What follows belongs to an exercise in optimizing a design on an open flow for small area; a production flow would make more cautious choices.
In this exercise RTL edits were held to simulation tests only and were not proved equivalent to the original.
Power figures rest on the tool's default switching activity, not on a simulated workload.

== tundra ==
Design fastinput, start of the top module:
module fastinput (
    input rst,
    input clk,
	input [3:0]CheckIO,
	input  receive,
    output write
);
==> flow/config.mk <==
export PLATFORM = sky130hd
export DESIGN_NAME = fastinput
export DESIGN_NICKNAME = fastinput
export VERILOG_FILES = /design/flow/design.v
export SDC_FILE = /design/flow/constraint.sdc
export NUM_CORES = 4
export LEC_CHECK = 0
export CAP_MARGIN = 20
export CORE_MARGIN = 2
export CORE_UTILIZATION = 40
export PLACE_DENSITY = 0.6
export SLEW_MARGIN = 20
==> flow/constraint.sdc <==
create_clock -name core_clock -period 10.0 [get_ports {clk}]
set_input_delay 2.0000 -clock core_clock [delete_from_list [all_inputs] [get_ports {clk}]]
set_output_delay 2.0000 -clock core_clock [all_outputs]
set_load 0.01 [all_outputs]
standard.sh (not shown) runs the stock make flow with config.mk's settings and CLKGATE_MAP_FILE= SYNTH_SCRIPT=/design/flow/synth_recipe.tcl, a recipe that flattens the netlist after the stock synthesis.
==> flow/flow/run.sh <==
#!/bin/bash
# The standard layout (standard.sh) with these changes:
#  - synthesis: synth_recipe.tcl unchanged, except that ABC maps the logic
#    with the area-oriented script flow/area.abc instead of abc_speed.script,
#    adders are left to ABC (no extract_fa, no Kogge-Stone carry map).
#    Registers are created and mapped exactly as in the standard synthesis.
#  - the port buffers that buffer_ports inserts are sky130_fd_sc_hd__buf_1
#    instead of the delay buffer it picks by default;
#  - clock tree synthesis clusters at most 10 flip-flops within 40 um per
#    sky130_fd_sc_hd__clkbuf_4 and adds no dummy loads.
# ORFS writes each step's log under orfs/logs; the make output goes to
# standard.log.
set -euo pipefail
here=$(cd "$(dirname "$0")" && pwd)

cat > synth_area.tcl <<EOS
proc abc {args} {
  set i [lsearch -exact \$args -script]
  if {\$i >= 0 && [string match *abc_speed.script [lindex \$args [expr {\$i + 1}]]]} {
    lset args [expr {\$i + 1}] $here/area.abc
  }
  puts "abc script: [lindex \$args [expr {\$i + 1}]]"
  yosys abc {*}\$args
}
proc extract_fa {args} { puts "extract_fa skipped" }
EOS
cat synth_recipe.tcl >> synth_area.tcl

export SYNTH_OPERATIONS_ARGS="-nordff"
export BUFFER_PORTS_ARGS="-buffer_cell sky130_fd_sc_hd__buf_1"
export CTS_ARGS="-sink_clustering_enable -repair_clock_nets -sink_clustering_size 10 -sink_clustering_max_diameter 40 -buf_list sky130_fd_sc_hd__clkbuf_4 -dont_use_dummy_load"
bash standard.sh SYNTH_SCRIPT=$PWD/synth_area.tcl finish > standard.log 2>&1
==> flow/flow/area.abc <==
&get -n
&st
&dch
&nf -a
&put
tundra: no failed stages, no open violations at the end
What cedar does differently from tundra at the input level:
==> flow/flow/run.sh <==
#!/bin/bash
set -euo pipefail
here=$(cd "$(dirname "$0")" && pwd)
export BUFFER_PORTS_ARGS="-buffer_cell sky130_fd_sc_hd__buf_1"
export CTS_ARGS="-sink_clustering_enable -repair_clock_nets -sink_clustering_size 12 -sink_clustering_max_diameter 40 -buf_list sky130_fd_sc_hd__clkbuf_4 -dont_use_dummy_load"
{
  echo "proc abc {args} {"
  echo "  set i [lsearch -exact \$args -script]"
  echo "  if {\$i >= 0 && [string match *abc_speed.script [lindex \$args [expr {\$i + 1}]]]} {"
  echo "    lset args [expr {\$i + 1}] $here/area.abc"
  echo "  }"
  echo "  puts \"abc with script: [lindex \$args [expr {\$i + 1}]]\""
  echo "  yosys abc {*}\$args"
  echo "}"
  echo "proc extract_fa {args} { puts \"extract_fa skipped\" }"
  cat synth_recipe.tcl
} > synth_area.tcl
bash standard.sh SYNTH_SCRIPT=$PWD/synth_area.tcl finish > standard.log 2>&1
==> flow/flow/area.abc <==
&get -n
&st
&dch
&nf -a
&st
&dch
&nf -a
&st
&dch
&nf -a
&put
[summary]
cedar ended with every stage complete and zero timing, DRC or antenna violations. Delta (cedar minus tundra): count of clock buffers in the final design moved down, area of the mapped netlist moved up, initial core utilization moved up, number of cells in the finished layout apart from fillers moved up, sequential power level. Summary of cedar over tundra: hold slack -0.054 ns; minimum period implied by the final worst setup slack -0.022 ns. Maximum operating frequency: cedar > tundra. In the metrics for cedar and tundra, the one carrying the lower wire length of the first global-routing pass is tundra.
For raven, these inputs were changed with respect to cedar:
==> flow/flow/run.sh <==
#!/bin/bash
# The standard layout (standard.sh) with these changes:
#  - synthesis: synth_recipe.tcl unchanged, except that ABC maps the logic
#    with the area-oriented script flow/area.abc instead of abc_speed.script,
#    adders are left to ABC (no extract_fa, no Kogge-Stone carry map).
#    Registers are created and mapped exactly as in the standard synthesis.
#  - the port buffers that buffer_ports inserts are sky130_fd_sc_hd__buf_1
#    instead of the delay buffer it picks by default;
#  - clock tree synthesis clusters at most 10 flip-flops within 40 um per
#    sky130_fd_sc_hd__clkbuf_4 and adds no dummy loads.
# ORFS writes each step's log under orfs/logs; the make output goes to
# standard.log.
set -euo pipefail
here=$(cd "$(dirname "$0")" && pwd)

cat > synth_area.tcl <<EOS
proc abc {args} {
  set i [lsearch -exact \$args -script]
  if {\$i >= 0 && [string match *abc_speed.script [lindex \$args [expr {\$i + 1}]]]} {
    lset args [expr {\$i + 1}] $here/area.abc
  }
  puts "abc script: [lindex \$args [expr {\$i + 1}]]"
  yosys abc {*}\$args
}
proc extract_fa {args} { puts "extract_fa skipped" }
EOS
cat synth_recipe.tcl >> synth_area.tcl

export SYNTH_OPERATIONS_ARGS="-nordff"
export BUFFER_PORTS_ARGS="-buffer_cell sky130_fd_sc_hd__buf_1"
export CTS_ARGS="-sink_clustering_enable -repair_clock_nets -sink_clustering_size 10 -sink_clustering_max_diameter 40 -buf_list sky130_fd_sc_hd__clkbuf_4 -dont_use_dummy_load"
bash standard.sh SYNTH_SCRIPT=$PWD/synth_area.tcl finish > standard.log 2>&1
==> flow/flow/area.abc <==
strash
dch -f
amap -F 4 -A 10
Results
raven ends up with a filler cell count in the final layout that is 59 higher than in cedar.
Lower synthesized area was reported by raven, not cedar.
Portion of netlist area occupied by mux cells: raven < cedar
Relative to cedar, raven degrades number of vias in the routed layout.
Of raven and cedar, the higher proportion of final cell area spent on non-clock buffers belongs to cedar.
In the tables for raven and cedar, final period utilization reads lower with cedar.
Between cedar and raven, the flow reports die area decreasing slightly.
Side by side, x dimension of the die turned out lower in raven than in cedar.

job 806:
fastinput, a different RTL version from the one above (not shown whole).
Size in the first run: about 8 I/O pins.
==> flow/design.v (excerpt) <==
module fastinput (
    input rst,
    input clk,
	input [3:0]CheckIO,
	input  receive,
    output write
);
wire RxDone;
wire is_cmd;
wire tx_done;
wire [3:0] q;
wire slot0;
reg WriteEnable;
reg acc_d1;          
reg acc_d2;
reg [4:0] m;         
reg [4:0] php;
reg hclr;
reg frz;
reg mstate;
reg nbit;
reg spend;
reg scarry;
reg [3:0] SumLo;
reg [3:0] SumHi;
wire accept = RxDone && !WriteEnable && is_cmd;
wire m16   = m[4] && !m[2];
wire m31   = m[4] && m[1] && m[0];
wire fresh = m[4] && !m[1] && m[0];    
wire [3:0] hbit;
wire [3:0] slbit;
wire ph0  = !php[4] && !php[3] && !php[1] && !php[0];    
wire dph0 = ph0 || (php[3:0] == 4'b0010);               
wire ph31 = (php == 5'd31);
Write2uart Write2uart(
	.Clk(clk),
	.Rst(rst),
	.Send_en(WriteEnable),
	.nbit(nbit),
	.uart_txd(write),
	.TX_Done(tx_done),
	.q(q),
	.slot0(slot0)
);
fastinput_in fastinput_in (
    .rst(rst),
    .clk(clk),
    .Fast(CheckIO),
    .ph0(ph0),
    .dph0(dph0),
    .sph(php[1:0]),
    .hclr(hclr),
    .frz(frz),
    .mstate(mstate),
    .accept(accept),
    .hbit(hbit),
    .slbit(slbit)
);
Receive2uart Receive2uart(
	.uart_rxd(receive),
	.Clk(clk),
	.Rst(rst),
	.is_cmd(is_cmd),
	.Rx_Done(RxDone)
);
always @(posedge clk or negedge rst) begin
	if (!rst) begin
		acc_d1 <= 1'b0;
		acc_d2 <= 1'b0;
	end else begin
		acc_d1 <= accept;
		acc_d2 <= acc_d1;
	end
end
always @(posedge clk or negedge rst) begin
	if (!rst)
		WriteEnable <= 1'b0;
	else if (acc_d2)
		WriteEnable <= 1'b1;
	else if (m16)
		WriteEnable <= 1'b0;
end
  ...
==> flow/config.mk <==
export PLATFORM = sky130hd
export DESIGN_NAME = fastinput
export DESIGN_NICKNAME = fastinput
export VERILOG_FILES = /design/flow/design.v
export SDC_FILE = /design/flow/constraint.sdc
export NUM_CORES = 4
export LEC_CHECK = 0
export CAP_MARGIN = 20
export CORE_MARGIN = 2
export CORE_UTILIZATION = 40
export PLACE_DENSITY = 0.6
export SLEW_MARGIN = 20
==> flow/constraint.sdc <==
create_clock -name core_clock -period 10.0 [get_ports {clk}]
set_input_delay 2.0000 -clock core_clock [delete_from_list [all_inputs] [get_ports {clk}]]
set_output_delay 2.0000 -clock core_clock [all_outputs]
set_load 0.01 [all_outputs]
==> flow/flow/run.sh <==
#!/bin/bash
# The standard layout (standard.sh) with these changes:
#  - synthesis: synth_recipe.tcl unchanged, except that ABC maps the logic
#    with the area-oriented mapping in flow/area.abc (amap) instead of abc_speed.script,
#    adders are left to ABC (no extract_fa, no Kogge-Stone carry map).
#    Registers are created and mapped exactly as in the standard synthesis.
#  - the port buffers that buffer_ports inserts are sky130_fd_sc_hd__buf_1
#    instead of the delay buffer it picks by default;
#  - clock tree synthesis clusters at most 11 flip-flops within 40 um per
#    sky130_fd_sc_hd__clkbuf_4 and adds no dummy loads.
# ORFS writes each step's log under orfs/logs; the make output goes to
# standard.log.
set -euo pipefail
here=$(cd "$(dirname "$0")" && pwd)

cat > synth_area.tcl <<EOS
proc abc {args} {
  set i [lsearch -exact \$args -script]
  if {\$i >= 0 && [string match *abc_speed.script [lindex \$args [expr {\$i + 1}]]]} {
    lset args [expr {\$i + 1}] $here/area.abc
  }
  puts "abc script: [lindex \$args [expr {\$i + 1}]]"
  yosys abc {*}\$args
}
proc extract_fa {args} { puts "extract_fa skipped" }
EOS
cat synth_recipe.tcl >> synth_area.tcl

export SYNTH_OPERATIONS_ARGS="-nordff"
export BUFFER_PORTS_ARGS="-buffer_cell sky130_fd_sc_hd__buf_1"
export CTS_ARGS="-sink_clustering_enable -repair_clock_nets -sink_clustering_size 20 -sink_clustering_max_diameter 50 -buf_list sky130_fd_sc_hd__clkbuf_8 -dont_use_dummy_load"
bash standard.sh SYNTH_SCRIPT=$PWD/synth_area.tcl finish > standard.log 2>&1
==> flow/flow/area.abc <==
strash
dch -f
amap -F 4 -A 10
Job 806 ended with every stage complete and zero timing, DRC or antenna violations.
Modified inputs, job 6965 compared to job 806
Settings: changing CORE_UTILIZATION from 40 to 60; changing PLACE_DENSITY from 0.6 to 0.75.
-- flow/flow/run.sh --
<<< job 806, line 29
export SYNTH_OPERATIONS_ARGS="-nordff"
export BUFFER_PORTS_ARGS="-buffer_cell sky130_fd_sc_hd__buf_1"
export CTS_ARGS="-sink_clustering_enable -repair_clock_nets -sink_clustering_size 20 -sink_clustering_max_diameter 50 -buf_list sky130_fd_sc_hd__clkbuf_8 -dont_use_dummy_load"
bash standard.sh SYNTH_SCRIPT=$PWD/synth_area.tcl finish > standard.log 2>&1
>>> job 6965, line 29
export SYNTH_OPERATIONS_ARGS="-nordff"
export BUFFER_PORTS_ARGS="-buffer_cell sky130_fd_sc_hd__buf_1"
export CTS_ARGS="-sink_clustering_enable -repair_clock_nets -sink_clustering_size 11 -sink_clustering_max_diameter 40 -buf_list sky130_fd_sc_hd__clkbuf_4 -dont_use_dummy_load"
bash standard.sh SYNTH_SCRIPT=$PWD/synth_area.tcl finish > standard.log 2>&1
==> flow/flow/area.abc <==
strash
balance
rewrite -z
refactor -z
rewrite -z
dch -f
amap -F 4 -A 10
### Flow results
- Compared job 806 against job 6965; sequential cell power within noise.
- Between job 806 and job 6965, the difference in multi-input gate area in the final layout is negligible.
- Per the comparison of job 6965 with job 806, number of buffers added by the clock tree synthesis step shows an increase of 14; area overhead of the layout relative to synthesis shows a reduction of 1.8 points.
- Cmp job 806 and job 6965 / cell count after synthesis / higher: job 6965
[inputs] job 2588 vs job 6965
-- flow/flow/run.sh --
<<< job 6965, line 29
export SYNTH_OPERATIONS_ARGS="-nordff"
export BUFFER_PORTS_ARGS="-buffer_cell sky130_fd_sc_hd__buf_1"
export CTS_ARGS="-sink_clustering_enable -repair_clock_nets -sink_clustering_size 11 -sink_clustering_max_diameter 40 -buf_list sky130_fd_sc_hd__clkbuf_4 -dont_use_dummy_load"
bash standard.sh SYNTH_SCRIPT=$PWD/synth_area.tcl finish > standard.log 2>&1
>>> job 2588, line 29
export SYNTH_OPERATIONS_ARGS="-nordff"
export BUFFER_PORTS_ARGS="-buffer_cell sky130_fd_sc_hd__buf_1"
export CTS_ARGS="-sink_clustering_enable -repair_clock_nets -sink_clustering_size 11 -sink_clustering_max_diameter 40 -sink_clustering_buffer sky130_fd_sc_hd__clkbuf_4 -buf_list sky130_fd_sc_hd__clkbuf_8 -dont_use_dummy_load"
bash standard.sh SYNTH_SCRIPT=$PWD/synth_area.tcl finish > standard.log 2>&1
==> flow/flow/area.abc <==
strash
dch -f
amap -F 8 -A 20 -C 1000
==> comparison <==
Between job 6965 and job 2588, the difference in met1 usage in global routing is negligible.
Global router's overall resource usage in job 2588 vs job 6965: down 0.33 points
Job 2588 vs job 6965 on final layout net count: job 2588 is the lower one.
On iteration-0 DRC count of the detailed router: job 2588 sits below job 6965.
The setup slack of job 2588 is larger than that of job 6965.
Diff job 6965 -> job 2588 | area after synthesis | down slightly
Summary: HPWL after detailed placement, job 2588 better than job 6965
Setup changes, job 2588 to job 275
Settings: CORE_UTILIZATION changed from 60 to 40; PLACE_DENSITY changed from 0.75 to 0.6.
-- flow/flow/run.sh --
<<< job 2588, line 29
export SYNTH_OPERATIONS_ARGS="-nordff"
export BUFFER_PORTS_ARGS="-buffer_cell sky130_fd_sc_hd__buf_1"
export CTS_ARGS="-sink_clustering_enable -repair_clock_nets -sink_clustering_size 11 -sink_clustering_max_diameter 40 -sink_clustering_buffer sky130_fd_sc_hd__clkbuf_4 -buf_list sky130_fd_sc_hd__clkbuf_8 -dont_use_dummy_load"
bash standard.sh SYNTH_SCRIPT=$PWD/synth_area.tcl finish > standard.log 2>&1
>>> job 275, line 29
export SYNTH_OPERATIONS_ARGS="-nordff"
export BUFFER_PORTS_ARGS="-buffer_cell sky130_fd_sc_hd__buf_1"
export CTS_ARGS="-sink_clustering_enable -repair_clock_nets -sink_clustering_size 11 -sink_clustering_max_diameter 40 -buf_list sky130_fd_sc_hd__clkbuf_4 -dont_use_dummy_load"
bash standard.sh SYNTH_SCRIPT=$PWD/synth_area.tcl finish > standard.log 2>&1
==> flow/flow/area.abc <==
strash
dch -f
amap -F 4 -A 10
## What came out
On power share of the combinational group, job 2588 and job 275 are basically level.
On mapped cell area, job 2588 and job 275 are basically level.
In the tables for job 2588 and job 275, sequential share of layout area reads higher with job 2588.

## job 101
Another version of the RTL of fastinput (not shown whole).
Size in the first run: ~640 cells after synthesis, ~290 flip-flops, ~8 I/O pins.
export LEC_CHECK = 0
export CAP_MARGIN = 20
export CORE_MARGIN = 2
export CORE_UTILIZATION = 40
export PLACE_DENSITY = 0.6
export SLEW_MARGIN = 20
create_clock -name core_clock -period 10.0 [get_ports {clk}]
==> flow/flow/run.sh <==
#!/bin/bash
# The standard layout (standard.sh) with these changes:
#  - synthesis: synth_recipe.tcl unchanged, except that ABC maps the logic
#    with the area-oriented mapping in flow/area.abc (amap) instead of abc_speed.script,
#    adders are left to ABC (no extract_fa, no Kogge-Stone carry map).
#    Registers are created and mapped exactly as in the standard synthesis.
#  - the port buffers that buffer_ports inserts are sky130_fd_sc_hd__buf_1
#    instead of the delay buffer it picks by default;
#  - clock tree synthesis clusters at most 11 flip-flops within 40 um per
#    sky130_fd_sc_hd__clkbuf_4 and adds no dummy loads.
# ORFS writes each step's log under orfs/logs; the make output goes to
# standard.log.
set -euo pipefail
here=$(cd "$(dirname "$0")" && pwd)

cat > synth_area.tcl <<EOS
proc abc {args} {
  set i [lsearch -exact \$args -script]
  if {\$i >= 0 && [string match *abc_speed.script [lindex \$args [expr {\$i + 1}]]]} {
    lset args [expr {\$i + 1}] $here/area.abc
  }
  puts "abc script: [lindex \$args [expr {\$i + 1}]]"
  yosys abc {*}\$args
}
proc extract_fa {args} { puts "extract_fa skipped" }
EOS
cat synth_recipe.tcl >> synth_area.tcl

export SYNTH_OPERATIONS_ARGS="-nordff"
export BUFFER_PORTS_ARGS="-buffer_cell sky130_fd_sc_hd__buf_1"
export CTS_ARGS="-sink_clustering_enable -repair_clock_nets -sink_clustering_size 11 -sink_clustering_max_diameter 40 -buf_list sky130_fd_sc_hd__clkbuf_4 -tree_buf sky130_fd_sc_hd__clkbuf_8 -dont_use_dummy_load"
bash standard.sh SYNTH_SCRIPT=$PWD/synth_area.tcl finish > standard.log 2>&1
==> flow/flow/area.abc <==
strash
dch -f
amap -F 4 -A 10
diff inputs: job 101 => job 102
--- a/flow/flow/run.sh
+++ b/flow/flow/run.sh
@@ -30,3 +30,3 @@
 export BUFFER_PORTS_ARGS="-buffer_cell sky130_fd_sc_hd__buf_1"
-export CTS_ARGS="-sink_clustering_enable -repair_clock_nets -sink_clustering_size 11 -sink_clustering_max_diameter 40 -buf_list sky130_fd_sc_hd__clkbuf_4 -tree_buf sky130_fd_sc_hd__clkbuf_8 -dont_use_dummy_load"
+export CTS_ARGS="-sink_clustering_enable -repair_clock_nets -sink_clustering_size 11 -sink_clustering_max_diameter 40 -buf_list sky130_fd_sc_hd__clkbuf_4 -root_buf sky130_fd_sc_hd__clkbuf_16 -dont_use_dummy_load"
 bash standard.sh SYNTH_SCRIPT=$PWD/synth_area.tcl finish > standard.log 2>&1
Changes observed in job 102 relative to job 101: clock group share of total power saw an increase, post-layout total power saw an increase, highest clock frequency the design can meet saw an increase. Job 102 vs. job 101: flip-flop and latch share of the layout cell area went down by 0.70 points, overall track demand over capacity in global routing was more or less identical, net switching power went up by 1.9%, sequential share of power went down by 2.7 points.
The following lists how job 103 was set up differently from job 102:
--- a/flow/flow/run.sh
+++ b/flow/flow/run.sh
@@ -30,3 +30,3 @@
 export BUFFER_PORTS_ARGS="-buffer_cell sky130_fd_sc_hd__buf_1"
-export CTS_ARGS="-sink_clustering_enable -repair_clock_nets -sink_clustering_size 11 -sink_clustering_max_diameter 40 -buf_list sky130_fd_sc_hd__clkbuf_4 -root_buf sky130_fd_sc_hd__clkbuf_16 -dont_use_dummy_load"
+export CTS_ARGS="-sink_clustering_enable -repair_clock_nets -sink_clustering_size 11 -sink_clustering_max_diameter 40 -buf_list sky130_fd_sc_hd__clkbuf_4 -dont_use_dummy_load"
 bash standard.sh SYNTH_SCRIPT=$PWD/synth_area.tcl finish > standard.log 2>&1
Findings:
Changes observed in job 103 relative to job 102: total routing resource utilization after global routing comparable, fmax now smaller, final worst-path setup slack now smaller, clock network area share now smaller. Area: job 103 vs job 102 -> job 103 smaller. Final wirelength, job 103 and job 102: lower on job 103. When the final numbers for job 103 and job 102 were put side by side, the final design utilization turned out to be smaller in job 103. Wire length of the first global-routing pass is lower on job 103. For combined area of all synthesized cells, job 102 and job 103 come out practically identical. Job 103 improves on job 102 in total chip power.

-- re-timing with driven ports --
No port has a modelled driver above. Below, the same layouts with a new extraction and two added sets of constraints. Step 1 assumes that a clkbuf_16 drives the clock port and a buf_2 every other input. Step 2 moves the port delays by t, midway between the first and last clock arrival at a register: inputs arrive t later, outputs are due t later. That takes back most of the time a late clock gives input paths. Slacks: no drivers / after step 1 / after step 2; pairs: no drivers / after step 1.
run	shift t [ns]	slack for setup (ns)	hold slack, ns	clock arrival spread, ns	cell pins on the clock port's net
tundra	0.616	6.759 / 6.718 / 7.310	0.280 / 0.280 / 0.280	0.076 / 0.076	1
cedar	0.615	6.780 / 6.745 / 7.311	0.226 / 0.226 / 0.226	0.113 / 0.112	1
raven	0.617	6.750 / 6.714 / 6.869	0.276 / 0.276 / 0.276	0.108 / 0.109	1
job 806	0.547	6.804 / 6.768 / 7.311	0.267 / 0.267 / 0.267	0.075 / 0.074	1
job 6965	0.597	6.742 / 6.707 / 7.299	0.294 / 0.294 / 0.294	0.057 / 0.058	1
job 2588	0.514	6.838 / 6.803 / 7.203	0.316 / 0.316 / 0.316	0.071 / 0.071	1
job 275	0.592	6.757 / 6.723 / 7.244	0.242 / 0.242 / 0.242	0.145 / 0.146	1
job 101	0.593	6.782 / 6.739 / 6.933	0.254 / 0.254 / 0.254	0.121 / 0.122	1
job 102	0.490	6.871 / 6.828 / 6.930	0.287 / 0.287 / 0.287	0.092 / 0.091	1
job 103	0.593	6.782 / 6.739 / 6.933	0.254 / 0.254 / 0.254	0.121 / 0.122	1
After both steps setup and hold are still met in every run listed.
